Background: an optimization exercise with open tools, aiming at small area. Do not read the settings as production practice. RTL that was checked went through simulation tests only; none was proved equivalent to the original. Only the layout flow was run in run 1; the RTL was not checked for function there. Power is estimated from default activity; no workload was simulated.

===== design/flow/config.mk =====
export PLATFORM = sky130hd
export DESIGN_NAME = lif_neuron
export DESIGN_NICKNAME = lif_neuron
export VERILOG_FILES = /design/flow/design.v
export SDC_FILE = /design/flow/constraint.sdc
export NUM_CORES = 4
export LEC_CHECK = 0
export CAP_MARGIN = 20
export CORE_MARGIN = 2
export CORE_UTILIZATION = 40
export SLEW_MARGIN = 20
export SYNTH_HIERARCHICAL = 1
export SYNTH_MINIMUM_KEEP_SIZE = 0

===== design/flow/constraint.sdc =====
create_clock -name core_clock -period 14.0 [get_ports {clk}]
set_input_delay 2.8000 -clock core_clock [delete_from_list [all_inputs] [get_ports {clk}]]
set_output_delay 2.8000 -clock core_clock [all_outputs]
set_load 0.01 [all_outputs]

===== design/flow/design.v =====
module lif_neuron (
    input  wire        clk,
    input  wire        rst,
    input  wire [15:0] threshold,
    input  wire [15:0] leak_rate,
    input  wire [7:0]  refractory,
    input  wire        leaky_enable,
    input  wire        reset_on_spike,
    input  wire [15:0] input_neuron_id,
    input  wire [7:0]  synapse_weight,
    input  wire        spike_in_valid,
    output wire        spike_in_ready,
    output reg  [15:0] output_neuron_id,
    output reg         spike_out_valid,
    input  wire        spike_out_ready,
    input  wire [15:0] neuron_id,
    output wire [15:0] membrane_potential,
    output wire        in_refractory,
    output wire [7:0]  refract_counter
);
    localparam S_IDLE = 2'd0, S_INT = 2'd1, S_SPK = 2'd2, S_REF = 2'd3;
    reg  [15:0] membrane;
    reg  [7:0]  cnt;
    reg  [1:0]  state;
    wire is_ref  = |cnt;
    wire st_idle = (state == S_IDLE);
    wire st_int  = (state == S_INT);
    wire st_spk  = (state == S_SPK);
    wire st_ref  = (state == S_REF);
    wire fire = st_spk & spike_out_ready;           
    wire leak = st_idle & leaky_enable;
    wire [14:0] leak_res;
    lif_leak u_leak (.m(membrane[14:0]), .l(leak_rate), .y(leak_res));
    wire [15:0] addend = ({16{st_int}} & {{8{synapse_weight[7]}}, synapse_weight})
                       | ({16{fire}} & ~threshold);
    wire [15:0] sum = membrane + addend + {15'd0, fire};
    wire clr = rst | (leak & membrane[15]) | (fire & reset_on_spike);
    wire [15:0] m_next = clr ? 16'd0 : leak ? {1'b0, leak_res} : sum;
    wire ge = $signed(membrane) >= $signed(threshold);
    assign spike_in_ready = !is_ref && !st_spk;
    always @(posedge clk) begin
        membrane <= m_next;
        if (rst) begin
            state <= S_IDLE;
            cnt <= 8'd0;
            spike_out_valid <= 1'b0;
            output_neuron_id <= 16'd0;
        end else begin
            spike_out_valid <= st_spk & !spike_out_ready;
            if (fire)
                cnt <= refractory;
            else if (is_ref)
                cnt <= cnt - 8'd1;
            if (st_int & ge)
                output_neuron_id <= neuron_id;
            case (state)
                S_IDLE: if (spike_in_valid) state <= S_INT;
                S_INT:  state <= ge ? S_SPK : S_IDLE;
                S_SPK:  if (spike_out_ready) state <= S_REF;
                S_REF:  if (!is_ref) state <= S_IDLE;
            endcase
        end
    end
    assign membrane_potential = membrane;
    assign in_refractory = is_ref;
    assign refract_counter = cnt;
endmodule
module lif_leak (
    input  wire [14:0] m,
    input  wire [15:0] l,
    output wire [14:0] y
);
    wire pp_0_0 = ~(m[0] & l[0]);
    wire pp_0_1 = ~(m[0] & l[1]);
    wire pp_0_2 = ~(m[0] & l[2]);
    wire pp_0_3 = ~(m[0] & l[3]);
    wire pp_0_4 = ~(m[0] & l[4]);
    wire pp_0_5 = ~(m[0] & l[5]);
    wire pp_0_6 = ~(m[0] & l[6]);
    wire pp_0_7 = ~(m[0] & l[7]);
    wire pp_0_8 = ~(m[0] & l[8]);
    wire pp_0_9 = ~(m[0] & l[9]);
    wire pp_0_10 = ~(m[0] & l[10]);
    wire pp_0_11 = ~(m[0] & l[11]);
    wire pp_0_12 = ~(m[0] & l[12]);
    wire pp_0_13 = ~(m[0] & l[13]);
    wire pp_0_14 = ~(m[0] & l[14]);
    wire pp_0_15 = ~(m[0] & l[15]);
    wire pp_1_0 = ~(m[1] & l[0]);
    wire pp_1_1 = ~(m[1] & l[1]);
    wire pp_1_2 = ~(m[1] & l[2]);
    wire pp_1_3 = ~(m[1] & l[3]);
    wire pp_1_4 = ~(m[1] & l[4]);
    wire pp_1_5 = ~(m[1] & l[5]);
    wire pp_1_6 = ~(m[1] & l[6]);
    wire pp_1_7 = ~(m[1] & l[7]);
    wire pp_1_8 = ~(m[1] & l[8]);
    wire pp_1_9 = ~(m[1] & l[9]);
    wire pp_1_10 = ~(m[1] & l[10]);
    wire pp_1_11 = ~(m[1] & l[11]);
    wire pp_1_12 = ~(m[1] & l[12]);
    wire pp_1_13 = ~(m[1] & l[13]);
    wire pp_1_14 = ~(m[1] & l[14]);
    wire pp_1_15 = ~(m[1] & l[15]);
    wire pp_2_0 = ~(m[2] & l[0]);
    wire pp_2_1 = ~(m[2] & l[1]);
    wire pp_2_2 = ~(m[2] & l[2]);
    wire pp_2_3 = ~(m[2] & l[3]);
    wire pp_2_4 = ~(m[2] & l[4]);
    wire pp_2_5 = ~(m[2] & l[5]);
    wire pp_2_6 = ~(m[2] & l[6]);
    wire pp_2_7 = ~(m[2] & l[7]);
    wire pp_2_8 = ~(m[2] & l[8]);
    wire pp_2_9 = ~(m[2] & l[9]);
    wire pp_2_10 = ~(m[2] & l[10]);
    wire pp_2_11 = ~(m[2] & l[11]);
    wire pp_2_12 = ~(m[2] & l[12]);
    wire pp_2_13 = ~(m[2] & l[13]);
    wire pp_2_14 = ~(m[2] & l[14]);
    wire pp_2_15 = ~(m[2] & l[15]);
    wire pp_3_0 = ~(m[3] & l[0]);
    wire pp_3_1 = ~(m[3] & l[1]);
    wire pp_3_2 = ~(m[3] & l[2]);
    wire pp_3_3 = ~(m[3] & l[3]);
    wire pp_3_4 = ~(m[3] & l[4]);
    wire pp_3_5 = ~(m[3] & l[5]);
    wire pp_3_6 = ~(m[3] & l[6]);
    wire pp_3_7 = ~(m[3] & l[7]);
    wire pp_3_8 = ~(m[3] & l[8]);
    wire pp_3_9 = ~(m[3] & l[9]);
    wire pp_3_10 = ~(m[3] & l[10]);
    wire pp_3_11 = ~(m[3] & l[11]);
    wire pp_3_12 = ~(m[3] & l[12]);
    wire pp_3_13 = ~(m[3] & l[13]);
    wire pp_3_14 = ~(m[3] & l[14]);
    wire pp_3_15 = ~(m[3] & l[15]);
    wire pp_4_0 = ~(m[4] & l[0]);
    wire pp_4_1 = ~(m[4] & l[1]);
    wire pp_4_2 = ~(m[4] & l[2]);
    wire pp_4_3 = ~(m[4] & l[3]);
    wire pp_4_4 = ~(m[4] & l[4]);
    wire pp_4_5 = ~(m[4] & l[5]);
    wire pp_4_6 = ~(m[4] & l[6]);
    wire pp_4_7 = ~(m[4] & l[7]);
    wire pp_4_8 = ~(m[4] & l[8]);
    wire pp_4_9 = ~(m[4] & l[9]);
    wire pp_4_10 = ~(m[4] & l[10]);
    wire pp_4_11 = ~(m[4] & l[11]);
    wire pp_4_12 = ~(m[4] & l[12]);
    wire pp_4_13 = ~(m[4] & l[13]);
    wire pp_4_14 = ~(m[4] & l[14]);
    wire pp_4_15 = ~(m[4] & l[15]);
    wire pp_5_0 = ~(m[5] & l[0]);
    wire pp_5_1 = ~(m[5] & l[1]);
    wire pp_5_2 = ~(m[5] & l[2]);
    wire pp_5_3 = ~(m[5] & l[3]);
    wire pp_5_4 = ~(m[5] & l[4]);
    wire pp_5_5 = ~(m[5] & l[5]);
    wire pp_5_6 = ~(m[5] & l[6]);
    wire pp_5_7 = ~(m[5] & l[7]);
    wire pp_5_8 = ~(m[5] & l[8]);
    wire pp_5_9 = ~(m[5] & l[9]);
    wire pp_5_10 = ~(m[5] & l[10]);
    wire pp_5_11 = ~(m[5] & l[11]);
    wire pp_5_12 = ~(m[5] & l[12]);
    wire pp_5_13 = ~(m[5] & l[13]);
    wire pp_5_14 = ~(m[5] & l[14]);
    wire pp_5_15 = ~(m[5] & l[15]);
    wire pp_6_0 = ~(m[6] & l[0]);
    wire pp_6_1 = ~(m[6] & l[1]);
    wire pp_6_2 = ~(m[6] & l[2]);
    wire pp_6_3 = ~(m[6] & l[3]);
    wire pp_6_4 = ~(m[6] & l[4]);
    wire pp_6_5 = ~(m[6] & l[5]);
    wire pp_6_6 = ~(m[6] & l[6]);
    wire pp_6_7 = ~(m[6] & l[7]);
    wire pp_6_8 = ~(m[6] & l[8]);
    wire pp_6_9 = ~(m[6] & l[9]);
    wire pp_6_10 = ~(m[6] & l[10]);
    wire pp_6_11 = ~(m[6] & l[11]);
    wire pp_6_12 = ~(m[6] & l[12]);
    wire pp_6_13 = ~(m[6] & l[13]);
    wire pp_6_14 = ~(m[6] & l[14]);
    wire pp_6_15 = ~(m[6] & l[15]);
    wire pp_7_0 = ~(m[7] & l[0]);
    wire pp_7_1 = ~(m[7] & l[1]);
    wire pp_7_2 = ~(m[7] & l[2]);
    wire pp_7_3 = ~(m[7] & l[3]);
    wire pp_7_4 = ~(m[7] & l[4]);
    wire pp_7_5 = ~(m[7] & l[5]);
    wire pp_7_6 = ~(m[7] & l[6]);
    wire pp_7_7 = ~(m[7] & l[7]);
    wire pp_7_8 = ~(m[7] & l[8]);
    wire pp_7_9 = ~(m[7] & l[9]);
    wire pp_7_10 = ~(m[7] & l[10]);
    wire pp_7_11 = ~(m[7] & l[11]);
    wire pp_7_12 = ~(m[7] & l[12]);
    wire pp_7_13 = ~(m[7] & l[13]);
    wire pp_7_14 = ~(m[7] & l[14]);
    wire pp_7_15 = ~(m[7] & l[15]);
    wire pp_8_0 = ~(m[8] & l[0]);
    wire pp_8_1 = ~(m[8] & l[1]);
    wire pp_8_2 = ~(m[8] & l[2]);
    wire pp_8_3 = ~(m[8] & l[3]);
    wire pp_8_4 = ~(m[8] & l[4]);
    wire pp_8_5 = ~(m[8] & l[5]);
    wire pp_8_6 = ~(m[8] & l[6]);
    wire pp_8_7 = ~(m[8] & l[7]);
    wire pp_8_8 = ~(m[8] & l[8]);
    wire pp_8_9 = ~(m[8] & l[9]);
    wire pp_8_10 = ~(m[8] & l[10]);
    wire pp_8_11 = ~(m[8] & l[11]);
    wire pp_8_12 = ~(m[8] & l[12]);
    wire pp_8_13 = ~(m[8] & l[13]);
    wire pp_8_14 = ~(m[8] & l[14]);
    wire pp_8_15 = ~(m[8] & l[15]);
    wire pp_9_0 = ~(m[9] & l[0]);
    wire pp_9_1 = ~(m[9] & l[1]);
    wire pp_9_2 = ~(m[9] & l[2]);
    wire pp_9_3 = ~(m[9] & l[3]);
    wire pp_9_4 = ~(m[9] & l[4]);
    wire pp_9_5 = ~(m[9] & l[5]);
    wire pp_9_6 = ~(m[9] & l[6]);
    wire pp_9_7 = ~(m[9] & l[7]);
    wire pp_9_8 = ~(m[9] & l[8]);
    wire pp_9_9 = ~(m[9] & l[9]);
    wire pp_9_10 = ~(m[9] & l[10]);
    wire pp_9_11 = ~(m[9] & l[11]);
    wire pp_9_12 = ~(m[9] & l[12]);
    wire pp_9_13 = ~(m[9] & l[13]);
    wire pp_9_14 = ~(m[9] & l[14]);
    wire pp_9_15 = ~(m[9] & l[15]);
    wire pp_10_0 = ~(m[10] & l[0]);
    wire pp_10_1 = ~(m[10] & l[1]);
    wire pp_10_2 = ~(m[10] & l[2]);
    wire pp_10_3 = ~(m[10] & l[3]);
    wire pp_10_4 = ~(m[10] & l[4]);
    wire pp_10_5 = ~(m[10] & l[5]);
    wire pp_10_6 = ~(m[10] & l[6]);
    wire pp_10_7 = ~(m[10] & l[7]);
    wire pp_10_8 = ~(m[10] & l[8]);
    wire pp_10_9 = ~(m[10] & l[9]);
    wire pp_10_10 = ~(m[10] & l[10]);
    wire pp_10_11 = ~(m[10] & l[11]);
    wire pp_10_12 = ~(m[10] & l[12]);
    wire pp_10_13 = ~(m[10] & l[13]);
    wire pp_10_14 = ~(m[10] & l[14]);
    wire pp_10_15 = ~(m[10] & l[15]);
    wire pp_11_0 = ~(m[11] & l[0]);
    wire pp_11_1 = ~(m[11] & l[1]);
    wire pp_11_2 = ~(m[11] & l[2]);
    wire pp_11_3 = ~(m[11] & l[3]);
    wire pp_11_4 = ~(m[11] & l[4]);
    wire pp_11_5 = ~(m[11] & l[5]);
    wire pp_11_6 = ~(m[11] & l[6]);
    wire pp_11_7 = ~(m[11] & l[7]);
    wire pp_11_8 = ~(m[11] & l[8]);
    wire pp_11_9 = ~(m[11] & l[9]);
    wire pp_11_10 = ~(m[11] & l[10]);
    wire pp_11_11 = ~(m[11] & l[11]);
    wire pp_11_12 = ~(m[11] & l[12]);
    wire pp_11_13 = ~(m[11] & l[13]);
    wire pp_11_14 = ~(m[11] & l[14]);
    wire pp_11_15 = ~(m[11] & l[15]);
    wire pp_12_0 = ~(m[12] & l[0]);
    wire pp_12_1 = ~(m[12] & l[1]);
    wire pp_12_2 = ~(m[12] & l[2]);
    wire pp_12_3 = ~(m[12] & l[3]);
    wire pp_12_4 = ~(m[12] & l[4]);
    wire pp_12_5 = ~(m[12] & l[5]);
    wire pp_12_6 = ~(m[12] & l[6]);
    wire pp_12_7 = ~(m[12] & l[7]);
    wire pp_12_8 = ~(m[12] & l[8]);
    wire pp_12_9 = ~(m[12] & l[9]);
    wire pp_12_10 = ~(m[12] & l[10]);
    wire pp_12_11 = ~(m[12] & l[11]);
    wire pp_12_12 = ~(m[12] & l[12]);
    wire pp_12_13 = ~(m[12] & l[13]);
    wire pp_12_14 = ~(m[12] & l[14]);
    wire pp_12_15 = ~(m[12] & l[15]);
    wire pp_13_0 = ~(m[13] & l[0]);
    wire pp_13_1 = ~(m[13] & l[1]);
    wire pp_13_2 = ~(m[13] & l[2]);
    wire pp_13_3 = ~(m[13] & l[3]);
    wire pp_13_4 = ~(m[13] & l[4]);
    wire pp_13_5 = ~(m[13] & l[5]);
    wire pp_13_6 = ~(m[13] & l[6]);
    wire pp_13_7 = ~(m[13] & l[7]);
    wire pp_13_8 = ~(m[13] & l[8]);
    wire pp_13_9 = ~(m[13] & l[9]);
    wire pp_13_10 = ~(m[13] & l[10]);
    wire pp_13_11 = ~(m[13] & l[11]);
    wire pp_13_12 = ~(m[13] & l[12]);
    wire pp_13_13 = ~(m[13] & l[13]);
    wire pp_13_14 = ~(m[13] & l[14]);
    wire pp_13_15 = ~(m[13] & l[15]);
    wire pp_14_0 = ~(m[14] & l[0]);
    wire pp_14_1 = ~(m[14] & l[1]);
    wire pp_14_2 = ~(m[14] & l[2]);
    wire pp_14_3 = ~(m[14] & l[3]);
    wire pp_14_4 = ~(m[14] & l[4]);
    wire pp_14_5 = ~(m[14] & l[5]);
    wire pp_14_6 = ~(m[14] & l[6]);
    wire pp_14_7 = ~(m[14] & l[7]);
    wire pp_14_8 = ~(m[14] & l[8]);
    wire pp_14_9 = ~(m[14] & l[9]);
    wire pp_14_10 = ~(m[14] & l[10]);
    wire pp_14_11 = ~(m[14] & l[11]);
    wire pp_14_12 = ~(m[14] & l[12]);
    wire pp_14_13 = ~(m[14] & l[13]);
    wire pp_14_14 = ~(m[14] & l[14]);
    wire pp_14_15 = ~(m[14] & l[15]);
    wire hs1 = ~(pp_0_13 ^ pp_1_12);
    wire hc2 = pp_0_13 | pp_1_12;
    wire fs3, fc4;
    lif_fa u_fs3 (.a(pp_0_14), .b(pp_1_13), .c(pp_2_12), .s(fs3), .co(fc4));
    wire hs5 = ~(pp_3_11 ^ pp_4_10);
    wire hc6 = pp_3_11 | pp_4_10;
    wire fs7, fc8;
    lif_fa u_fs7 (.a(pp_0_15), .b(pp_1_14), .c(pp_2_13), .s(fs7), .co(fc8));
    wire fs9, fc10;
    lif_fa u_fs9 (.a(pp_3_12), .b(pp_4_11), .c(pp_5_10), .s(fs9), .co(fc10));
    wire fs11, fc12;
    lif_fa u_fs11 (.a(m[0]), .b(pp_1_15), .c(pp_2_14), .s(fs11), .co(fc12));
    wire fs13, fc14;
    lif_fa u_fs13 (.a(pp_3_13), .b(pp_4_12), .c(pp_5_11), .s(fs13), .co(fc14));
    wire fs15, fc16;
    lif_fa u_fs15 (.a(m[1]), .b(pp_2_15), .c(pp_3_14), .s(fs15), .co(fc16));
    wire hs17 = ~(pp_4_13 ^ pp_5_12);
    wire hc18 = pp_4_13 | pp_5_12;
    wire fs19, fc20;
    lif_fa u_fs19 (.a(m[2]), .b(pp_3_15), .c(pp_4_14), .s(fs19), .co(fc20));
    wire hs21 = ~(pp_0_9 ^ pp_1_8);
    wire hc22 = pp_0_9 | pp_1_8;
    wire fs23, fc24;
    lif_fa u_fs23 (.a(pp_0_10), .b(pp_1_9), .c(pp_2_8), .s(fs23), .co(fc24));
    wire hs25 = ~(pp_3_7 ^ pp_4_6);
    wire hc26 = pp_3_7 | pp_4_6;
    wire fs27, fc28;
    lif_fa u_fs27 (.a(pp_0_11), .b(pp_1_10), .c(pp_2_9), .s(fs27), .co(fc28));
    wire fs29, fc30;
    lif_fa u_fs29 (.a(pp_3_8), .b(pp_4_7), .c(pp_5_6), .s(fs29), .co(fc30));
    wire hs31 = ~(pp_6_5 ^ pp_7_4);
    wire hc32 = pp_6_5 | pp_7_4;
    wire fs33, fc34;
    lif_fa u_fs33 (.a(pp_0_12), .b(pp_1_11), .c(pp_2_10), .s(fs33), .co(fc34));
    wire fs35, fc36;
    lif_fa u_fs35 (.a(pp_3_9), .b(pp_4_8), .c(pp_5_7), .s(fs35), .co(fc36));
    wire fs37, fc38;
    lif_fa u_fs37 (.a(pp_6_6), .b(pp_7_5), .c(pp_8_4), .s(fs37), .co(fc38));
    wire hs39 = ~(pp_9_3 ^ pp_10_2);
    wire hc40 = pp_9_3 | pp_10_2;
    wire fs41, fc42;
    lif_fa u_fs41 (.a(pp_2_11), .b(pp_3_10), .c(pp_4_9), .s(fs41), .co(fc42));
    wire fs43, fc44;
    lif_fa u_fs43 (.a(pp_5_8), .b(pp_6_7), .c(pp_7_6), .s(fs43), .co(fc44));
    wire fs45, fc46;
    lif_fa u_fs45 (.a(pp_8_5), .b(pp_9_4), .c(pp_10_3), .s(fs45), .co(fc46));
    wire fs47, fc48;
    lif_fa u_fs47 (.a(pp_11_2), .b(pp_12_1), .c(pp_13_0), .s(fs47), .co(fc48));
    wire fs49, fc50;
    lif_fa u_fs49 (.a(pp_5_9), .b(pp_6_8), .c(pp_7_7), .s(fs49), .co(fc50));
    wire fs51, fc52;
    lif_fa u_fs51 (.a(pp_8_6), .b(pp_9_5), .c(pp_10_4), .s(fs51), .co(fc52));
    wire fs53, fc54;
    lif_fa u_fs53 (.a(pp_11_3), .b(pp_12_2), .c(pp_13_1), .s(fs53), .co(fc54));
    wire fs55, fc56;
    lif_fa u_fs55 (.a(pp_14_0), .b(hs5), .c(hc2), .s(fs55), .co(fc56));
    wire fs57, fc58;
    lif_fa u_fs57 (.a(pp_6_9), .b(pp_7_8), .c(pp_8_7), .s(fs57), .co(fc58));
    wire fs59, fc60;
    lif_fa u_fs59 (.a(pp_9_6), .b(pp_10_5), .c(pp_11_4), .s(fs59), .co(fc60));
    wire fs61, fc62;
    lif_fa u_fs61 (.a(pp_12_3), .b(pp_13_2), .c(pp_14_1), .s(fs61), .co(fc62));
    wire fs63, fc64;
    lif_fa u_fs63 (.a(hc6), .b(fs7), .c(fs9), .s(fs63), .co(fc64));
    wire fs65, fc66;
    lif_fa u_fs65 (.a(pp_6_10), .b(pp_7_9), .c(pp_8_8), .s(fs65), .co(fc66));
    wire fs67, fc68;
    lif_fa u_fs67 (.a(pp_9_7), .b(pp_10_6), .c(pp_11_5), .s(fs67), .co(fc68));
    wire fs69, fc70;
    lif_fa u_fs69 (.a(pp_12_4), .b(pp_13_3), .c(pp_14_2), .s(fs69), .co(fc70));
    wire fs71, fc72;
    lif_fa u_fs71 (.a(fs11), .b(fs13), .c(fc8), .s(fs71), .co(fc72));
    wire fs73, fc74;
    lif_fa u_fs73 (.a(pp_6_11), .b(pp_7_10), .c(pp_8_9), .s(fs73), .co(fc74));
    wire fs75, fc76;
    lif_fa u_fs75 (.a(pp_9_8), .b(pp_10_7), .c(pp_11_6), .s(fs75), .co(fc76));
    wire fs77, fc78;
    lif_fa u_fs77 (.a(pp_12_5), .b(pp_13_4), .c(pp_14_3), .s(fs77), .co(fc78));
    wire fs79, fc80;
    lif_fa u_fs79 (.a(hs17), .b(fs15), .c(fc12), .s(fs79), .co(fc80));
    wire fs81, fc82;
    lif_fa u_fs81 (.a(pp_5_13), .b(pp_6_12), .c(pp_7_11), .s(fs81), .co(fc82));
    wire fs83, fc84;
    lif_fa u_fs83 (.a(pp_8_10), .b(pp_9_9), .c(pp_10_8), .s(fs83), .co(fc84));
    wire fs85, fc86;
    lif_fa u_fs85 (.a(pp_11_7), .b(pp_12_6), .c(pp_13_5), .s(fs85), .co(fc86));
    wire fs87, fc88;
    lif_fa u_fs87 (.a(pp_14_4), .b(hc18), .c(fs19), .s(fs87), .co(fc88));
    wire fs89, fc90;
    lif_fa u_fs89 (.a(m[3]), .b(pp_4_15), .c(pp_5_14), .s(fs89), .co(fc90));
    wire fs91, fc92;
    lif_fa u_fs91 (.a(pp_6_13), .b(pp_7_12), .c(pp_8_11), .s(fs91), .co(fc92));
    wire fs93, fc94;
    lif_fa u_fs93 (.a(pp_9_10), .b(pp_10_9), .c(pp_11_8), .s(fs93), .co(fc94));
    wire fs95, fc96;
    lif_fa u_fs95 (.a(pp_12_7), .b(pp_13_6), .c(pp_14_5), .s(fs95), .co(fc96));
    wire fs97, fc98;
    lif_fa u_fs97 (.a(m[4]), .b(pp_5_15), .c(pp_6_14), .s(fs97), .co(fc98));
    wire fs99, fc100;
    lif_fa u_fs99 (.a(pp_7_13), .b(pp_8_12), .c(pp_9_11), .s(fs99), .co(fc100));
    wire fs101, fc102;
    lif_fa u_fs101 (.a(pp_10_10), .b(pp_11_9), .c(pp_12_8), .s(fs101), .co(fc102));
    wire fs103, fc104;
    lif_fa u_fs103 (.a(m[5]), .b(pp_6_15), .c(pp_7_14), .s(fs103), .co(fc104));
    wire fs105, fc106;
    lif_fa u_fs105 (.a(pp_8_13), .b(pp_9_12), .c(pp_10_11), .s(fs105), .co(fc106));
    wire fs107, fc108;
    lif_fa u_fs107 (.a(m[6]), .b(pp_7_15), .c(pp_8_14), .s(fs107), .co(fc108));
    wire hs109 = ~(pp_0_6 ^ pp_1_5);
    wire hc110 = pp_0_6 | pp_1_5;
    wire fs111, fc112;
    lif_fa u_fs111 (.a(pp_0_7), .b(pp_1_6), .c(pp_2_5), .s(fs111), .co(fc112));
    wire hs113 = ~(pp_3_4 ^ pp_4_3);
    wire hc114 = pp_3_4 | pp_4_3;
    wire fs115, fc116;
    lif_fa u_fs115 (.a(pp_0_8), .b(pp_1_7), .c(pp_2_6), .s(fs115), .co(fc116));
    wire fs117, fc118;
    lif_fa u_fs117 (.a(pp_3_5), .b(pp_4_4), .c(pp_5_3), .s(fs117), .co(fc118));
    wire hs119 = ~(pp_6_2 ^ pp_7_1);
    wire hc120 = pp_6_2 | pp_7_1;
    wire fs121, fc122;
    lif_fa u_fs121 (.a(pp_2_7), .b(pp_3_6), .c(pp_4_5), .s(fs121), .co(fc122));
    wire fs123, fc124;
    lif_fa u_fs123 (.a(pp_5_4), .b(pp_6_3), .c(pp_7_2), .s(fs123), .co(fc124));
    wire fs125, fc126;
    lif_fa u_fs125 (.a(pp_8_1), .b(pp_9_0), .c(hs21), .s(fs125), .co(fc126));
    wire fs127, fc128;
    lif_fa u_fs127 (.a(pp_5_5), .b(pp_6_4), .c(pp_7_3), .s(fs127), .co(fc128));
    wire fs129, fc130;
    lif_fa u_fs129 (.a(pp_8_2), .b(pp_9_1), .c(pp_10_0), .s(fs129), .co(fc130));
    wire fs131, fc132;
    lif_fa u_fs131 (.a(hs25), .b(hc22), .c(fs23), .s(fs131), .co(fc132));
    wire fs133, fc134;
    lif_fa u_fs133 (.a(pp_8_3), .b(pp_9_2), .c(pp_10_1), .s(fs133), .co(fc134));
    wire fs135, fc136;
    lif_fa u_fs135 (.a(pp_11_0), .b(hs31), .c(hc26), .s(fs135), .co(fc136));
    wire fs137, fc138;
    lif_fa u_fs137 (.a(fs27), .b(fs29), .c(fc24), .s(fs137), .co(fc138));
    wire fs139, fc140;
    lif_fa u_fs139 (.a(pp_11_1), .b(pp_12_0), .c(hs39), .s(fs139), .co(fc140));
    wire fs141, fc142;
    lif_fa u_fs141 (.a(hc32), .b(fs33), .c(fs35), .s(fs141), .co(fc142));
    wire fs143, fc144;
    lif_fa u_fs143 (.a(fs37), .b(fc28), .c(fc30), .s(fs143), .co(fc144));
    wire fs145, fc146;
    lif_fa u_fs145 (.a(hs1), .b(hc40), .c(fs41), .s(fs145), .co(fc146));
    wire fs147, fc148;
    lif_fa u_fs147 (.a(fs43), .b(fs45), .c(fs47), .s(fs147), .co(fc148));
    wire fs149, fc150;
    lif_fa u_fs149 (.a(fc34), .b(fc36), .c(fc38), .s(fs149), .co(fc150));
    wire fs151, fc152;
    lif_fa u_fs151 (.a(fs3), .b(fs49), .c(fs51), .s(fs151), .co(fc152));
    wire fs153, fc154;
    lif_fa u_fs153 (.a(fs53), .b(fc42), .c(fc44), .s(fs153), .co(fc154));
    wire fs155, fc156;
    lif_fa u_fs155 (.a(fc46), .b(fc48), .c(fs55), .s(fs155), .co(fc156));
    wire fs157, fc158;
    lif_fa u_fs157 (.a(fc4), .b(fs57), .c(fs59), .s(fs157), .co(fc158));
    wire fs159, fc160;
    lif_fa u_fs159 (.a(fs61), .b(fc50), .c(fc52), .s(fs159), .co(fc160));
    wire fs161, fc162;
    lif_fa u_fs161 (.a(fc54), .b(fc56), .c(fs63), .s(fs161), .co(fc162));
    wire fs163, fc164;
    lif_fa u_fs163 (.a(fc10), .b(fs65), .c(fs67), .s(fs163), .co(fc164));
    wire fs165, fc166;
    lif_fa u_fs165 (.a(fs69), .b(fc58), .c(fc60), .s(fs165), .co(fc166));
    wire fs167, fc168;
    lif_fa u_fs167 (.a(fc62), .b(fs71), .c(fc64), .s(fs167), .co(fc168));
    wire fs169, fc170;
    lif_fa u_fs169 (.a(fc14), .b(fs73), .c(fs75), .s(fs169), .co(fc170));
    wire fs171, fc172;
    lif_fa u_fs171 (.a(fs77), .b(fc66), .c(fc68), .s(fs171), .co(fc172));
    wire fs173, fc174;
    lif_fa u_fs173 (.a(fc70), .b(fs79), .c(fc72), .s(fs173), .co(fc174));
    wire fs175, fc176;
    lif_fa u_fs175 (.a(fc16), .b(fs81), .c(fs83), .s(fs175), .co(fc176));
    wire fs177, fc178;
    lif_fa u_fs177 (.a(fs85), .b(fc74), .c(fc76), .s(fs177), .co(fc178));
    wire fs179, fc180;
    lif_fa u_fs179 (.a(fc78), .b(fs87), .c(fc80), .s(fs179), .co(fc180));
    wire fs181, fc182;
    lif_fa u_fs181 (.a(fc20), .b(fs89), .c(fs91), .s(fs181), .co(fc182));
    wire fs183, fc184;
    lif_fa u_fs183 (.a(fs93), .b(fs95), .c(fc82), .s(fs183), .co(fc184));
    wire fs185, fc186;
    lif_fa u_fs185 (.a(fc84), .b(fc86), .c(fc88), .s(fs185), .co(fc186));
    wire fs187, fc188;
    lif_fa u_fs187 (.a(pp_13_7), .b(pp_14_6), .c(fs97), .s(fs187), .co(fc188));
    wire fs189, fc190;
    lif_fa u_fs189 (.a(fs99), .b(fs101), .c(fc90), .s(fs189), .co(fc190));
    wire fs191, fc192;
    lif_fa u_fs191 (.a(fc92), .b(fc94), .c(fc96), .s(fs191), .co(fc192));
    wire fs193, fc194;
    lif_fa u_fs193 (.a(pp_11_10), .b(pp_12_9), .c(pp_13_8), .s(fs193), .co(fc194));
    wire fs195, fc196;
    lif_fa u_fs195 (.a(pp_14_7), .b(fs103), .c(fs105), .s(fs195), .co(fc196));
    wire fs197, fc198;
    lif_fa u_fs197 (.a(fc98), .b(fc100), .c(fc102), .s(fs197), .co(fc198));
    wire fs199, fc200;
    lif_fa u_fs199 (.a(pp_9_13), .b(pp_10_12), .c(pp_11_11), .s(fs199), .co(fc200));
    wire fs201, fc202;
    lif_fa u_fs201 (.a(pp_12_10), .b(pp_13_9), .c(pp_14_8), .s(fs201), .co(fc202));
    wire fs203, fc204;
    lif_fa u_fs203 (.a(fs107), .b(fc104), .c(fc106), .s(fs203), .co(fc204));
    wire fs205, fc206;
    lif_fa u_fs205 (.a(m[7]), .b(pp_8_15), .c(pp_9_14), .s(fs205), .co(fc206));
    wire fs207, fc208;
    lif_fa u_fs207 (.a(pp_10_13), .b(pp_11_12), .c(pp_12_11), .s(fs207), .co(fc208));
    wire fs209, fc210;
    lif_fa u_fs209 (.a(pp_13_10), .b(pp_14_9), .c(fc108), .s(fs209), .co(fc210));
    wire fs211, fc212;
    lif_fa u_fs211 (.a(m[8]), .b(pp_9_15), .c(pp_10_14), .s(fs211), .co(fc212));
    wire fs213, fc214;
    lif_fa u_fs213 (.a(pp_11_13), .b(pp_12_12), .c(pp_13_11), .s(fs213), .co(fc214));
    wire fs215, fc216;
    lif_fa u_fs215 (.a(m[9]), .b(pp_10_15), .c(pp_11_14), .s(fs215), .co(fc216));
    wire hs217 = ~(pp_0_4 ^ pp_1_3);
    wire hc218 = pp_0_4 | pp_1_3;
    wire fs219, fc220;
    lif_fa u_fs219 (.a(pp_0_5), .b(pp_1_4), .c(pp_2_3), .s(fs219), .co(fc220));
    wire hs221 = ~(pp_3_2 ^ pp_4_1);
    wire hc222 = pp_3_2 | pp_4_1;
    wire fs223, fc224;
    lif_fa u_fs223 (.a(pp_2_4), .b(pp_3_3), .c(pp_4_2), .s(fs223), .co(fc224));
    wire fs225, fc226;
    lif_fa u_fs225 (.a(pp_5_1), .b(pp_6_0), .c(hs109), .s(fs225), .co(fc226));
    wire fs227, fc228;
    lif_fa u_fs227 (.a(pp_5_2), .b(pp_6_1), .c(pp_7_0), .s(fs227), .co(fc228));
    wire fs229, fc230;
    lif_fa u_fs229 (.a(hs113), .b(hc110), .c(fs111), .s(fs229), .co(fc230));
    wire fs231, fc232;
    lif_fa u_fs231 (.a(pp_8_0), .b(hs119), .c(hc114), .s(fs231), .co(fc232));
    wire fs233, fc234;
    lif_fa u_fs233 (.a(fs115), .b(fs117), .c(fc112), .s(fs233), .co(fc234));
    wire fs235, fc236;
    lif_fa u_fs235 (.a(hc120), .b(fs121), .c(fs123), .s(fs235), .co(fc236));
    wire fs237, fc238;
    lif_fa u_fs237 (.a(fc116), .b(fc118), .c(fs125), .s(fs237), .co(fc238));
    wire fs239, fc240;
    lif_fa u_fs239 (.a(fs127), .b(fs129), .c(fc122), .s(fs239), .co(fc240));
    wire fs241, fc242;
    lif_fa u_fs241 (.a(fc124), .b(fc126), .c(fs131), .s(fs241), .co(fc242));
    wire fs243, fc244;
    lif_fa u_fs243 (.a(fs133), .b(fc128), .c(fc130), .s(fs243), .co(fc244));
    wire fs245, fc246;
    lif_fa u_fs245 (.a(fs135), .b(fs137), .c(fc132), .s(fs245), .co(fc246));
    wire fs247, fc248;
    lif_fa u_fs247 (.a(fc134), .b(fs139), .c(fc136), .s(fs247), .co(fc248));
    wire fs249, fc250;
    lif_fa u_fs249 (.a(fs141), .b(fs143), .c(fc138), .s(fs249), .co(fc250));
    wire fs251, fc252;
    lif_fa u_fs251 (.a(fc140), .b(fs145), .c(fs147), .s(fs251), .co(fc252));
    wire fs253, fc254;
    lif_fa u_fs253 (.a(fs149), .b(fc142), .c(fc144), .s(fs253), .co(fc254));
    wire fs255, fc256;
    lif_fa u_fs255 (.a(fs151), .b(fs153), .c(fc146), .s(fs255), .co(fc256));
    wire fs257, fc258;
    lif_fa u_fs257 (.a(fc148), .b(fc150), .c(fs155), .s(fs257), .co(fc258));
    wire fs259, fc260;
    lif_fa u_fs259 (.a(fs157), .b(fs159), .c(fc152), .s(fs259), .co(fc260));
    wire fs261, fc262;
    lif_fa u_fs261 (.a(fc154), .b(fc156), .c(fs161), .s(fs261), .co(fc262));
    wire fs263, fc264;
    lif_fa u_fs263 (.a(fs163), .b(fs165), .c(fc158), .s(fs263), .co(fc264));
    wire fs265, fc266;
    lif_fa u_fs265 (.a(fc160), .b(fs167), .c(fc162), .s(fs265), .co(fc266));
    wire fs267, fc268;
    lif_fa u_fs267 (.a(fs169), .b(fs171), .c(fc164), .s(fs267), .co(fc268));
    wire fs269, fc270;
    lif_fa u_fs269 (.a(fc166), .b(fs173), .c(fc168), .s(fs269), .co(fc270));
    wire fs271, fc272;
    lif_fa u_fs271 (.a(fs175), .b(fs177), .c(fc170), .s(fs271), .co(fc272));
    wire fs273, fc274;
    lif_fa u_fs273 (.a(fc172), .b(fs179), .c(fc174), .s(fs273), .co(fc274));
    wire fs275, fc276;
    lif_fa u_fs275 (.a(fs181), .b(fs183), .c(fc176), .s(fs275), .co(fc276));
    wire fs277, fc278;
    lif_fa u_fs277 (.a(fc178), .b(fs185), .c(fc180), .s(fs277), .co(fc278));
    wire fs279, fc280;
    lif_fa u_fs279 (.a(fs187), .b(fs189), .c(fs191), .s(fs279), .co(fc280));
    wire fs281, fc282;
    lif_fa u_fs281 (.a(fc182), .b(fc184), .c(fc186), .s(fs281), .co(fc282));
    wire fs283, fc284;
    lif_fa u_fs283 (.a(fs193), .b(fs195), .c(fs197), .s(fs283), .co(fc284));
    wire fs285, fc286;
    lif_fa u_fs285 (.a(fc188), .b(fc190), .c(fc192), .s(fs285), .co(fc286));
    wire fs287, fc288;
    lif_fa u_fs287 (.a(fs199), .b(fs201), .c(fc194), .s(fs287), .co(fc288));
    wire fs289, fc290;
    lif_fa u_fs289 (.a(fs203), .b(fc196), .c(fc198), .s(fs289), .co(fc290));
    wire fs291, fc292;
    lif_fa u_fs291 (.a(fs205), .b(fs207), .c(fc200), .s(fs291), .co(fc292));
    wire fs293, fc294;
    lif_fa u_fs293 (.a(fc202), .b(fs209), .c(fc204), .s(fs293), .co(fc294));
    wire fs295, fc296;
    lif_fa u_fs295 (.a(pp_14_10), .b(fs211), .c(fs213), .s(fs295), .co(fc296));
    wire fs297, fc298;
    lif_fa u_fs297 (.a(fc206), .b(fc208), .c(fc210), .s(fs297), .co(fc298));
    wire fs299, fc300;
    lif_fa u_fs299 (.a(pp_12_13), .b(pp_13_12), .c(pp_14_11), .s(fs299), .co(fc300));
    wire fs301, fc302;
    lif_fa u_fs301 (.a(fs215), .b(fc212), .c(fc214), .s(fs301), .co(fc302));
    wire fs303, fc304;
    lif_fa u_fs303 (.a(m[10]), .b(pp_11_15), .c(pp_12_14), .s(fs303), .co(fc304));
    wire fs305, fc306;
    lif_fa u_fs305 (.a(pp_13_13), .b(pp_14_12), .c(fc216), .s(fs305), .co(fc306));
    wire fs307, fc308;
    lif_fa u_fs307 (.a(m[11]), .b(pp_12_15), .c(pp_13_14), .s(fs307), .co(fc308));
    wire hs309 = ~(pp_0_3 ^ pp_1_2);
    wire hc310 = pp_0_3 | pp_1_2;
    wire fs311, fc312;
    lif_fa u_fs311 (.a(pp_2_2), .b(pp_3_1), .c(pp_4_0), .s(fs311), .co(fc312));
    wire fs313, fc314;
    lif_fa u_fs313 (.a(pp_5_0), .b(hs221), .c(hc218), .s(fs313), .co(fc314));
    wire fs315, fc316;
    lif_fa u_fs315 (.a(hc222), .b(fs223), .c(fc220), .s(fs315), .co(fc316));
    wire fs317, fc318;
    lif_fa u_fs317 (.a(fs227), .b(fc224), .c(fc226), .s(fs317), .co(fc318));
    wire fs319, fc320;
    lif_fa u_fs319 (.a(fc228), .b(fs231), .c(fs233), .s(fs319), .co(fc320));
    wire fs321, fc322;
    lif_fa u_fs321 (.a(fc232), .b(fs235), .c(fc234), .s(fs321), .co(fc322));
    wire fs323, fc324;
    lif_fa u_fs323 (.a(fs239), .b(fc236), .c(fc238), .s(fs323), .co(fc324));
    wire fs325, fc326;
    lif_fa u_fs325 (.a(fs243), .b(fc240), .c(fs245), .s(fs325), .co(fc326));
    wire fs327, fc328;
    lif_fa u_fs327 (.a(fc244), .b(fs247), .c(fs249), .s(fs327), .co(fc328));
    wire fs329, fc330;
    lif_fa u_fs329 (.a(fc248), .b(fs251), .c(fs253), .s(fs329), .co(fc330));
    wire fs331, fc332;
    lif_fa u_fs331 (.a(fs255), .b(fc252), .c(fc254), .s(fs331), .co(fc332));
    wire fs333, fc334;
    lif_fa u_fs333 (.a(fs259), .b(fc256), .c(fc258), .s(fs333), .co(fc334));
    wire fs335, fc336;
    lif_fa u_fs335 (.a(fs263), .b(fc260), .c(fs265), .s(fs335), .co(fc336));
    wire fs337, fc338;
    lif_fa u_fs337 (.a(fs267), .b(fc264), .c(fs269), .s(fs337), .co(fc338));
    wire fs339, fc340;
    lif_fa u_fs339 (.a(fs271), .b(fc268), .c(fs273), .s(fs339), .co(fc340));
    wire fs341, fc342;
    lif_fa u_fs341 (.a(fs275), .b(fc272), .c(fs277), .s(fs341), .co(fc342));
    wire fs343, fc344;
    lif_fa u_fs343 (.a(fs279), .b(fc276), .c(fs281), .s(fs343), .co(fc344));
    wire fs345, fc346;
    lif_fa u_fs345 (.a(fs283), .b(fs285), .c(fc280), .s(fs345), .co(fc346));
    wire fs347, fc348;
    lif_fa u_fs347 (.a(fs287), .b(fs289), .c(fc284), .s(fs347), .co(fc348));
    wire fs349, fc350;
    lif_fa u_fs349 (.a(fs291), .b(fc288), .c(fs293), .s(fs349), .co(fc350));
    wire fs351, fc352;
    lif_fa u_fs351 (.a(fs295), .b(fc292), .c(fs297), .s(fs351), .co(fc352));
    wire fs353, fc354;
    lif_fa u_fs353 (.a(fs299), .b(fs301), .c(fc296), .s(fs353), .co(fc354));
    wire fs355, fc356;
    lif_fa u_fs355 (.a(fs303), .b(fc300), .c(fs305), .s(fs355), .co(fc356));
    wire fs357, fc358;
    lif_fa u_fs357 (.a(pp_14_13), .b(fs307), .c(fc304), .s(fs357), .co(fc358));
    wire fs359, fc360;
    lif_fa u_fs359 (.a(m[12]), .b(pp_13_15), .c(pp_14_14), .s(fs359), .co(fc360));
    wire hs361 = ~(pp_0_2 ^ pp_1_1);
    wire hc362 = pp_0_2 | pp_1_1;
    wire fs363, fc364;
    lif_fa u_fs363 (.a(pp_2_1), .b(pp_3_0), .c(hs309), .s(fs363), .co(fc364));
    wire fs365, fc366;
    lif_fa u_fs365 (.a(hs217), .b(hc310), .c(fs311), .s(fs365), .co(fc366));
    wire fs367, fc368;
    lif_fa u_fs367 (.a(fs219), .b(fc312), .c(fs313), .s(fs367), .co(fc368));
    wire fs369, fc370;
    lif_fa u_fs369 (.a(fs225), .b(fc314), .c(fs315), .s(fs369), .co(fc370));
    wire fs371, fc372;
    lif_fa u_fs371 (.a(fs229), .b(fc316), .c(fs317), .s(fs371), .co(fc372));
    wire fs373, fc374;
    lif_fa u_fs373 (.a(fc230), .b(fc318), .c(fs319), .s(fs373), .co(fc374));
    wire fs375, fc376;
    lif_fa u_fs375 (.a(fs237), .b(fs321), .c(fc320), .s(fs375), .co(fc376));
    wire fs377, fc378;
    lif_fa u_fs377 (.a(fs241), .b(fc322), .c(fs323), .s(fs377), .co(fc378));
    wire fs379, fc380;
    lif_fa u_fs379 (.a(fc242), .b(fc324), .c(fs325), .s(fs379), .co(fc380));
    wire fs381, fc382;
    lif_fa u_fs381 (.a(fc246), .b(fs327), .c(fc326), .s(fs381), .co(fc382));
    wire fs383, fc384;
    lif_fa u_fs383 (.a(fc250), .b(fs329), .c(fc328), .s(fs383), .co(fc384));
    wire fs385, fc386;
    lif_fa u_fs385 (.a(fs257), .b(fs331), .c(fc330), .s(fs385), .co(fc386));
    wire fs387, fc388;
    lif_fa u_fs387 (.a(fs261), .b(fc332), .c(fs333), .s(fs387), .co(fc388));
    wire fs389, fc390;
    lif_fa u_fs389 (.a(fc262), .b(fc334), .c(fs335), .s(fs389), .co(fc390));
    wire fs391, fc392;
    lif_fa u_fs391 (.a(fc266), .b(fs337), .c(fc336), .s(fs391), .co(fc392));
    wire fs393, fc394;
    lif_fa u_fs393 (.a(fc270), .b(fs339), .c(fc338), .s(fs393), .co(fc394));
    wire fs395, fc396;
    lif_fa u_fs395 (.a(fc274), .b(fs341), .c(fc340), .s(fs395), .co(fc396));
    wire fs397, fc398;
    lif_fa u_fs397 (.a(fc278), .b(fs343), .c(fc342), .s(fs397), .co(fc398));
    wire fs399, fc400;
    lif_fa u_fs399 (.a(fc282), .b(fs345), .c(fc344), .s(fs399), .co(fc400));
    wire fs401, fc402;
    lif_fa u_fs401 (.a(fc286), .b(fs347), .c(fc346), .s(fs401), .co(fc402));
    wire fs403, fc404;
    lif_fa u_fs403 (.a(fc290), .b(fs349), .c(fc348), .s(fs403), .co(fc404));
    wire fs405, fc406;
    lif_fa u_fs405 (.a(fc294), .b(fs351), .c(fc350), .s(fs405), .co(fc406));
    wire fs407, fc408;
    lif_fa u_fs407 (.a(fc298), .b(fs353), .c(fc352), .s(fs407), .co(fc408));
    wire fs409, fc410;
    lif_fa u_fs409 (.a(fc302), .b(fs355), .c(fc354), .s(fs409), .co(fc410));
    wire fs411, fc412;
    lif_fa u_fs411 (.a(fc306), .b(fs357), .c(fc356), .s(fs411), .co(fc412));
    wire fs413, fc414;
    lif_fa u_fs413 (.a(fc308), .b(fs359), .c(fc358), .s(fs413), .co(fc414));
    wire fs415, fc416;
    lif_fa u_fs415 (.a(m[13]), .b(pp_14_15), .c(fc360), .s(fs415), .co(fc416));
    wire lc417 = (pp_0_0 & 1'b1) | (pp_0_0 & 1'b1) | (1'b1 & 1'b1);
    wire lc418 = (pp_0_1 & pp_1_0) | (pp_0_1 & lc417) | (pp_1_0 & lc417);
    wire lc419 = (pp_2_0 & hs361) | (pp_2_0 & lc418) | (hs361 & lc418);
    wire lc420 = (fs363 & hc362) | (fs363 & lc419) | (hc362 & lc419);
    wire lc421 = (fs365 & fc364) | (fs365 & lc420) | (fc364 & lc420);
    wire lc422 = (fs367 & fc366) | (fs367 & lc421) | (fc366 & lc421);
    wire lc423 = (fs369 & fc368) | (fs369 & lc422) | (fc368 & lc422);
    wire lc424 = (fs371 & fc370) | (fs371 & lc423) | (fc370 & lc423);
    wire lc425 = (fs373 & fc372) | (fs373 & lc424) | (fc372 & lc424);
    wire lc426 = (fs375 & fc374) | (fs375 & lc425) | (fc374 & lc425);
    wire lc427 = (fs377 & fc376) | (fs377 & lc426) | (fc376 & lc426);
    wire lc428 = (fs379 & fc378) | (fs379 & lc427) | (fc378 & lc427);
    wire lc429 = (fs381 & fc380) | (fs381 & lc428) | (fc380 & lc428);
    wire lc430 = (fs383 & fc382) | (fs383 & lc429) | (fc382 & lc429);
    wire lc431 = (fs385 & fc384) | (fs385 & lc430) | (fc384 & lc430);
    wire lc432 = (fs387 & fc386) | (fs387 & lc431) | (fc386 & lc431);
    wire hc433, hc433s;
    lif_fa u_hc433 (.a(fs389), .b(fc388), .c(lc432), .s(hc433s), .co(hc433));
    assign y[0] = hc433s;
    wire hc434, hc434s;
    lif_fa u_hc434 (.a(fs391), .b(fc390), .c(hc433), .s(hc434s), .co(hc434));
    assign y[1] = hc434s;
    wire hc435, hc435s;
    lif_fa u_hc435 (.a(fs393), .b(fc392), .c(hc434), .s(hc435s), .co(hc435));
    assign y[2] = hc435s;
    wire hc436, hc436s;
    lif_fa u_hc436 (.a(fs395), .b(fc394), .c(hc435), .s(hc436s), .co(hc436));
    assign y[3] = hc436s;
    wire hc437, hc437s;
    lif_fa u_hc437 (.a(fs397), .b(fc396), .c(hc436), .s(hc437s), .co(hc437));
    assign y[4] = hc437s;
    wire hc438, hc438s;
    lif_fa u_hc438 (.a(fs399), .b(fc398), .c(hc437), .s(hc438s), .co(hc438));
    assign y[5] = hc438s;
    wire hc439, hc439s;
    lif_fa u_hc439 (.a(fs401), .b(fc400), .c(hc438), .s(hc439s), .co(hc439));
    assign y[6] = hc439s;
    wire hc440, hc440s;
    lif_fa u_hc440 (.a(fs403), .b(fc402), .c(hc439), .s(hc440s), .co(hc440));
    assign y[7] = hc440s;
    wire hc441, hc441s;
    lif_fa u_hc441 (.a(fs405), .b(fc404), .c(hc440), .s(hc441s), .co(hc441));
    assign y[8] = hc441s;
    wire hc442, hc442s;
    lif_fa u_hc442 (.a(fs407), .b(fc406), .c(hc441), .s(hc442s), .co(hc442));
    assign y[9] = hc442s;
    wire hc443, hc443s;
    lif_fa u_hc443 (.a(fs409), .b(fc408), .c(hc442), .s(hc443s), .co(hc443));
    assign y[10] = hc443s;
    wire hc444, hc444s;
    lif_fa u_hc444 (.a(fs411), .b(fc410), .c(hc443), .s(hc444s), .co(hc444));
    assign y[11] = hc444s;
    wire hc445, hc445s;
    lif_fa u_hc445 (.a(fs413), .b(fc412), .c(hc444), .s(hc445s), .co(hc445));
    assign y[12] = hc445s;
    wire hc446, hc446s;
    lif_fa u_hc446 (.a(fs415), .b(fc414), .c(hc445), .s(hc446s), .co(hc446));
    assign y[13] = hc446s;
    assign y[14] = (m[14] ^ fc416 ^ hc446);
endmodule
module lif_fa (
    input  wire a,
    input  wire b,
    input  wire c,
    output wire s,
    output wire co
);
    assign s = a ^ b ^ c;
    assign co = (a & b) | (a & c) | (b & c);
endmodule

===== design/flow/run.sh =====
#!/bin/bash
# synth_recipe.tcl (not shown) runs the flow's synth.tcl, then flattens the netlist and writes it again
# the make line also repeats each setting of config.mk as NAME=value (left out here)
make -C /OpenROAD-flow-scripts/flow DESIGN_CONFIG=/design/flow/config.mk WORK_HOME=/design/flow/orfs CLKGATE_MAP_FILE= SYNTH_SCRIPT=/design/flow/synth_recipe.tcl finish

==> results.cfg, run 1 <==
[critical_path]
crit_fanout = 7
critical_path.max_stage_delay_ns = 0.74
crit_path_frequent_cell = fa_1
crit_slowest_cell = clkdlybuf4s50_1
cp_data_arrival_time_ns = 13.44
crit_required_ns = 14.22
r2r_cells = 29
end_kind = flip-flop
start_kind = input port
critPathKind = input port to flip-flop

[sta]
tightest_slew_ns = 0.889
worst_slack_ns = 0.778
setup_viol = 0
finalSetupTns_ns = 0
min_period_over_period_pct = 94.4
finalHoldViolCount = 0
slew_headroom_pct = 40.7
fmax_mhz = 75.6
skew_ns = 0.00734
rsz0062_at_grt = false
post-route-min-period_ns = 13.22
drv_slew = 0
hold-worst-slack_ns = 0.495

[route]
wl_um = 24000
drt_iter0_markers = 319
via_per_inst = 5.26
vias = 6853
antenna_left = 0
avgRoutedWirePerCell_um = 18.4
drcViolationCount = 0
drt-pass1-iter-count = 5

[logic_synthesis]
syn_area_per_cell_sq_um = 9.42
ys_warn_count = 7
synth_top_cell_by_area = fa_1
syn_area_sq_mm = 0.00877
synth_area_leaders = fa_1 48%, nand2_1 10%, dfxtp_1 9.8%, ha_1 6.4%, inv_1 2.3%
synthArstFlopShare_pct = 0
ys_ff_latch = 43
synth_top_area_share_pct = 47.9
synth-edff-count = 0
syn-num-nets = 1272
synthCells = 931
ys_types = 55
yosysSeqAreaShare_pct = 9.82
ys.flop_type = dfxtp_1

[cells_and_area]
fillers = 2058
nNetsFinal = 1364
utilization_pct = 47.9
synthToLayoutAreaGrowth_pct = 18.4
final_common_cell = nand2_1
diodes = 0
layout-drive-gt1-share_pct = 5.18
mostFrequentLayoutCells = 245 x nand2_1, 210 x fa_1, 112 x clkdlybuf4s50_1
final_cells = 1304

[clocking]
clkTransAtPathRegs_ns = 0.07
htreeDepth = 2
cts_resized = 0
cts_made_buffers = 5
cts_root_buffer = clkbuf_16
cts.sinks = 43
cts_setup_buffers = 0
clk_latency_ns = 0.29
cts_tree = yes
cts_hold_buf = 0
clockBufferDepth = 2

[die]
pin_count = 129
die_w_um = 152
row_count = 54
core_sq_mm = 0.0217
die_y_um = 152
dieArea_sq_mm = 0.0231
start_util_pct = 40.4

[placement]
routabilityCongestion = 0.889
portBuffers = 112
dp_hpwl_um = 19200
place_ws_ns = 0.413
dp_cells = 1296

[outcome]
status = complete, no violations

[global_route]
antenna_found_initial = 0
track_usage_pct = 21.8
grt_max_degree = 31
grt_first_pass_wirelength_um = 40300
grt_overflow_total = 0
grt_pass1_vias = 7670

[flow_run]
drv_cap = 0

[pwr]
ir_worst_vdd_uv = 127
leakage_nw = 3.42
power.density_mw_per_mm2 = 247

[worst_hold_path]
hp-class = flip-flop to flip-flop
holdPathStages = 2
metrics by stage:
step	area [sq um]	total power, mW
final	10400	2.56
after global routing	10400	2.92
after CTS	10400	2.60
after detailed placement	10200	2.40
after global placement	10200	2.41
after floorplan	8770	2.21
synthesized netlist by cell type, types with 6 or more instances:
cell / count
nor2_1: 45
inv_1: 53
buf_4: 15
dfxtp_1: 43
nor2b_1: 6
and2_1: 31
fa_1: 210
a211oi_1: 12
mux2i_1: 18
nand2_1: 245
nor3_1: 6
o21ai_0: 28
clkbuf_1: 47
xnor2_1: 11
a21oi_1: 34
ha_1: 45
Yosys stat by module, one instance, submodules excluded:
module / cell area, sq um / flip-flops and latches
lif_leak: 1690 / 0
lif_fa: 20.0 / 0
lif_neuron: 2920 / 43
cell type report:
class	instances	area, sq um	share of cell area, %
clock buffers	5	125	1.21
clock inverters	3	46.3	0.446
inverters	53	199	1.92
multi-input cells	769	7390	71.1
flip-flops and latches	43	861	8.29
well taps	280	350	3.37
repair buffers	151	1410	13.6
registers in the layout, indices dropped and copies added, names as in the netlist, named ones only:
register and cells:
spike_out_valid 1, membrane 16, cnt 8, output_neuron_id 16, state 1
routing by layer:
metal,track usage [%],wire [um],vias to the layer above
met5,0,0,-
met4,5.25,482,0
met3,4.08,1640,33
met2,36.2,11400,228
met1,29.8,10500,3428
li1,-,-,3164
power breakdown:
| group | internal (mW) | switching, mW |
|---|---|---|
| Clock | 0.0849 | 0.0540 |
| Combinational | 1.04 | 1.17 |
| Sequential | 0.154 | 0.0519 |
| Total | 1.28 | 1.28 |
critical path: cells and delay by family:
family / cells / cell delay (ns)
compound gates: 5 / 1.04
xor+xnor: 2 / 0.32
fa+ha+maj: 19 / 8.15
buf+inv: 1 / 0.74
simple gates: 3 / 0.37
worst paths after layout:
path	slack, ns	to	startpoint
setup / recovery	0.78	membrane[14]$_SDFF_PP0_	leak_rate[9]
hold / removal	0.49	output_neuron_id[5]$_SDFFE_PP0P_	output_neuron_id[5]$_SDFFE_PP0P_
setup reg to reg	3.07	membrane[14]$_SDFF_PP0_	membrane[0]$_SDFF_PP0_
hold reg to reg	0.49	output_neuron_id[5]$_SDFFE_PP0P_	output_neuron_id[5]$_SDFFE_PP0P_
kinds of logic after synthesis:
logic type               synth area share [%]
XOR/XNOR                                 1.60
AND/OR/NAND/NOR                          17.3
adder cells (fa/ha/maj)                  54.4
multiplexers                             2.18
flip-flops                               9.82
AO/OA/AOI/OAI                            8.68
buffers and inverters                    6.02
==> run 2, diff against run 1 <==
--- a/design/flow/design.v
+++ b/design/flow/design.v
@@ -34,8 +34,25 @@
     wire [15:0] addend = ({16{st_int}} & {{8{synapse_weight[7]}}, synapse_weight})
                        | ({16{fire}} & ~threshold);
-    wire [15:0] sum = membrane + addend + {15'd0, fire};
+    wire [15:0] sum;
+    wire [16:0] ac;
+    assign ac[0] = fire;
+    genvar gi;
+    generate
+        for (gi = 0; gi < 16; gi = gi + 1) begin : g_add
+            lif_fa u_fa (.a(membrane[gi]), .b(addend[gi]), .c(ac[gi]), .s(sum[gi]), .co(ac[gi + 1]));
+        end
+    endgenerate
     wire clr = rst | (leak & membrane[15]) | (fire & reset_on_spike);
     wire [15:0] m_next = clr ? 16'd0 : leak ? {1'b0, leak_res} : sum;
-    wire ge = $signed(membrane) >= $signed(threshold);
+    wire [16:0] gc;
+    assign gc[0] = 1'b1;
+    generate
+        for (gi = 0; gi < 16; gi = gi + 1) begin : g_cmp
+            wire ma = (gi == 15) ? ~membrane[gi] : membrane[gi];
+            wire tb = (gi == 15) ? threshold[gi] : ~threshold[gi];
+            assign gc[gi + 1] = (ma & tb) | (ma & gc[gi]) | (tb & gc[gi]);
+        end
+    endgenerate
+    wire ge = gc[16];
     assign spike_in_ready = !is_ref && !st_spk;
     always @(posedge clk) begin
@@ -50,6 +67,6 @@
             if (fire)
                 cnt <= refractory;
-            else if (is_ref)
-                cnt <= cnt - 8'd1;
+            else
+                cnt <= cnt - {7'd0, is_ref};
             if (st_int & ge)
                 output_neuron_id <= neuron_id;
==> results.cfg, run 2 <==
[outcome]
status = complete, no violations

[global_route]
grt_max_degree = 45
grt_first_pass_wirelength_um = 37400
track_usage_pct = 21.4
grt_pass1_vias = 6987
antenna_found_initial = 0
grt_overflow_total = 0

[cells_and_area]
final_common_cell = nand2_1
synthToLayoutAreaGrowth_pct = 16.6
mostFrequentLayoutCells = 254 x nand2_1, 224 x fa_1, 112 x clkdlybuf4s50_1
final_cells = 1224
nNetsFinal = 1274
fillers = 2002
layout-drive-gt1-share_pct = 5.16
reg_top3 = membrane: 16 flops, output_neuron_id: 16 flops, cnt: 8 flops
diodes = 0

[placement]
dp_cells = 1216
place_ws_ns = 0.340
routabilityCongestion = 0.837
portBuffers = 112
dp_hpwl_um = 18000

[sta]
slew_headroom_pct = 32.0
skew_ns = 0.0102
finalHoldViolCount = 0
tightest_slew_ns = 1.02
post-route-min-period_ns = 13.37
worst_slack_ns = 0.634
fmax_mhz = 74.8
setup_viol = 0
drv_slew = 0
hold-worst-slack_ns = 0.475
min_period_over_period_pct = 95.5
finalSetupTns_ns = 0
rsz0062_at_grt = false

[pwr]
p_total_mw = 2.26
seqPwrFrac_pct = 9.2
pwr-share-comb_pct = 85.7
sw_frac_of_total_pct = 49.9
p_int_mw = 1.13
ir_worst_vdd_uv = 158
pwr-share-clk_pct = 5.1
power.density_mw_per_mm2 = 226
leakage_nw = 2.96
p_switching_mw = 1.13

[die]
die_y_um = 150
pin_count = 129
row_count = 53
dieArea_sq_mm = 0.0226
die_w_um = 150
start_util_pct = 40.7
core_sq_mm = 0.0210

[logic_synthesis]
synth_top_cell_by_area = fa_1
synthArstFlopShare_pct = 0
yosysSeqAreaShare_pct = 10.1
syn_area_sq_mm = 0.00856
syn_area_per_cell_sq_um = 9.78
syn-num-nets = 1201
synth_most_common_cell = nand2_1
ys_ff_latch = 43
synth-edff-count = 0
synthCells = 875
synth_top_area_share_pct = 52.4
synth_area_leaders = fa_1 52%, nand2_1 11%, dfxtp_1 10%, nand2b_1 2.9%, buf_4 2.5%
ys.flop_type = dfxtp_1
ys_top_cells_by_count = 254 x nand2_1, 224 x fa_1, 47 x clkbuf_1, 45 x inv_1, 43 x dfxtp_1
ys_warn_count = 7
ys_types = 54

[flow_run]
drv_cap = 0

[clocking]
cts_resized = 0
clk_latency_ns = 0.29
htreeDepth = 2
clockBufferDepth = 2
cts_hold_buf = 0
cts_made_buffers = 5
clkTransAtPathRegs_ns = 0.06
cts_root_buffer = clkbuf_16
cts.sinks = 43
cts_tree = yes
cts_setup_buffers = 0

[critical_path]
critPathKind = input port to flip-flop
start_kind = input port
crit_path_frequent_cell = fa_1
timing.reg2reg.setup_slack_ns = 3.07
rr_endpoint = membrane[14]$_SDFF_PP0_
critical_path.max_stage_delay_ns = 0.82
crit_required_ns = 14.17
reg2reg_from = membrane[6]$_SDFF_PP0_
crit_fanout = 10
crit_slowest_cell = clkdlybuf4s50_1
end_kind = flip-flop
cp_data_arrival_time_ns = 13.54
r2r_cells = 29

[worst_hold_path]
hp-class = flip-flop to flip-flop
holdPathStages = 2
hold_path_end = output_neuron_id[14]$_SDFFE_PP0P_
worstHoldStart = output_neuron_id[14]$_SDFFE_PP0P_

[route]
avgRoutedWirePerCell_um = 18.8
wl_um = 23000
via_per_inst = 5.21
antenna_left = 0
drt_iter0_markers = 330
vias = 6379
drt-pass1-iter-count = 5
drcViolationCount = 0
-- run 2: changes by cell type after synthesis, sizes merged, moves of 9 or more --
cell    before  now
nor2        45   17
fa         210  224
ha          45   16
nand2      245  254
nand2b       5   40
a21oi       34   20
buf         19   33
o21ai       29   13
-- run 2: critical path, delay by kind of cell --
kind | cells | cell delay (ns)
AO/OA/AOI/OAI | 4 | 1.06
XOR/XNOR | 2 | 0.33
adder cells (fa/ha/maj) | 19 | 8.18
buffers and inverters | 1 | 0.82
AND/OR/NAND/NOR | 3 | 0.34
-- run 2: routing by layer --
layer  track usage [%]  part of all wire, %  vias to the layer above
li1                  -                    -                     2854
met1              29.4                   43                     3325
met2              36.9                   50                      175
met3              2.18                  4.2                       25
met4              4.29                  1.9                        0
met5                 0                    0                        -
-- run 2: power by group through the flow --
stage	clock, mW	combinational, mW	sequential, mW
after global routing	0.123	2.25	0.211
after global placement	0	1.94	0.208
after floorplan	0	1.82	0.198
after CTS	0.117	1.98	0.206
after detailed placement	0	1.97	0.208
final	0.115	1.94	0.207
-- run 2: layout make-up --
type	count	area, sq um	share of cell area (%)
sequential	43	861	8.63
timing repair buffer	146	1380	13.8
tap	275	344	3.45
clock inverter	2	12.5	0.125
multi-input combinational	707	7090	71.0
clock buffer	6	129	1.29
inverter	45	169	1.69
-- run 2: cells by family (layout without fill, tap and decap cells) --
kind of cell    after synthesis  count (layout)  share of synthesized area [%]
xor+xnor                      7               7                          0.716
fa+ha+maj                   243             243                           55.1
mux                          16              16                           1.87
buf+inv                     125             199                           7.13
flops                        43              43                           10.1
compound gates               80              80                           6.39
simple gates                361             361                           18.7
-- run 2: through the flow --
stage	cell area, sq um	util [%]
global route	9980	47.5
floorplan	8560	-
CTS	9980	47.5
finish	9980	47.5
detailed placement	9840	46.8
global placement	9840	46.8
-- run 2: worst max-delay path by stage --
stage                  from                 endpoint  cells after the start
2_1_floorplan  leak_rate[8]  membrane[14]$_SDFF_PP0_                     29
3_3_place_gp   leak_rate[8]  membrane[14]$_SDFF_PP0_                     29
3_5_place_dp   leak_rate[8]  membrane[14]$_SDFF_PP0_                     29
4_1_cts        leak_rate[8]  membrane[14]$_SDFF_PP0_                     29
5_1_grt        leak_rate[8]  membrane[14]$_SDFF_PP0_                     29
6_report       leak_rate[8]  membrane[14]$_SDFF_PP0_                     29
-- run 2: modules after synthesis (local to each module, per instance) --
module	flops+latches	times used	cell area [sq um]	cells inside
lif_leak	0	1	1710	358
lif_fa	0	224	20.0	1
lif_neuron	43	1	2370	293

re-timing with driven ports:
No port has a modelled driver above. Below, the same layouts with a new extraction and two added sets of constraints.
Step 1 sets driving cells, clkbuf_16 on the clock port and buf_2 on the other inputs (assumed; they add their load-dependent delay and slew).
Step 2 adds t to the input delays and takes it off the output delays; t is the mean of the earliest and latest rising clock arrival at the registers after step 1. Input paths then give back, and output paths get back, about the clock's delay inside the block.
Slacks: ideal ports / drivers / drivers and shift; pairs: ideal ports / drivers.
| run | t (ns) | setup slack, ns | cell pins on the clock port's net |
|---|---|---|---|
| run 1 | 0.328 | 0.778 / 0.779 / 0.451 | 1 |
| run 2 | 0.310 | 0.634 / 0.637 / 0.327 | 1 |
After both steps setup and hold are still met in every run listed. For run 1, which loses most, drivers alone change the setup slack by +0.001 ns; drivers and shift together by -0.327 ns.
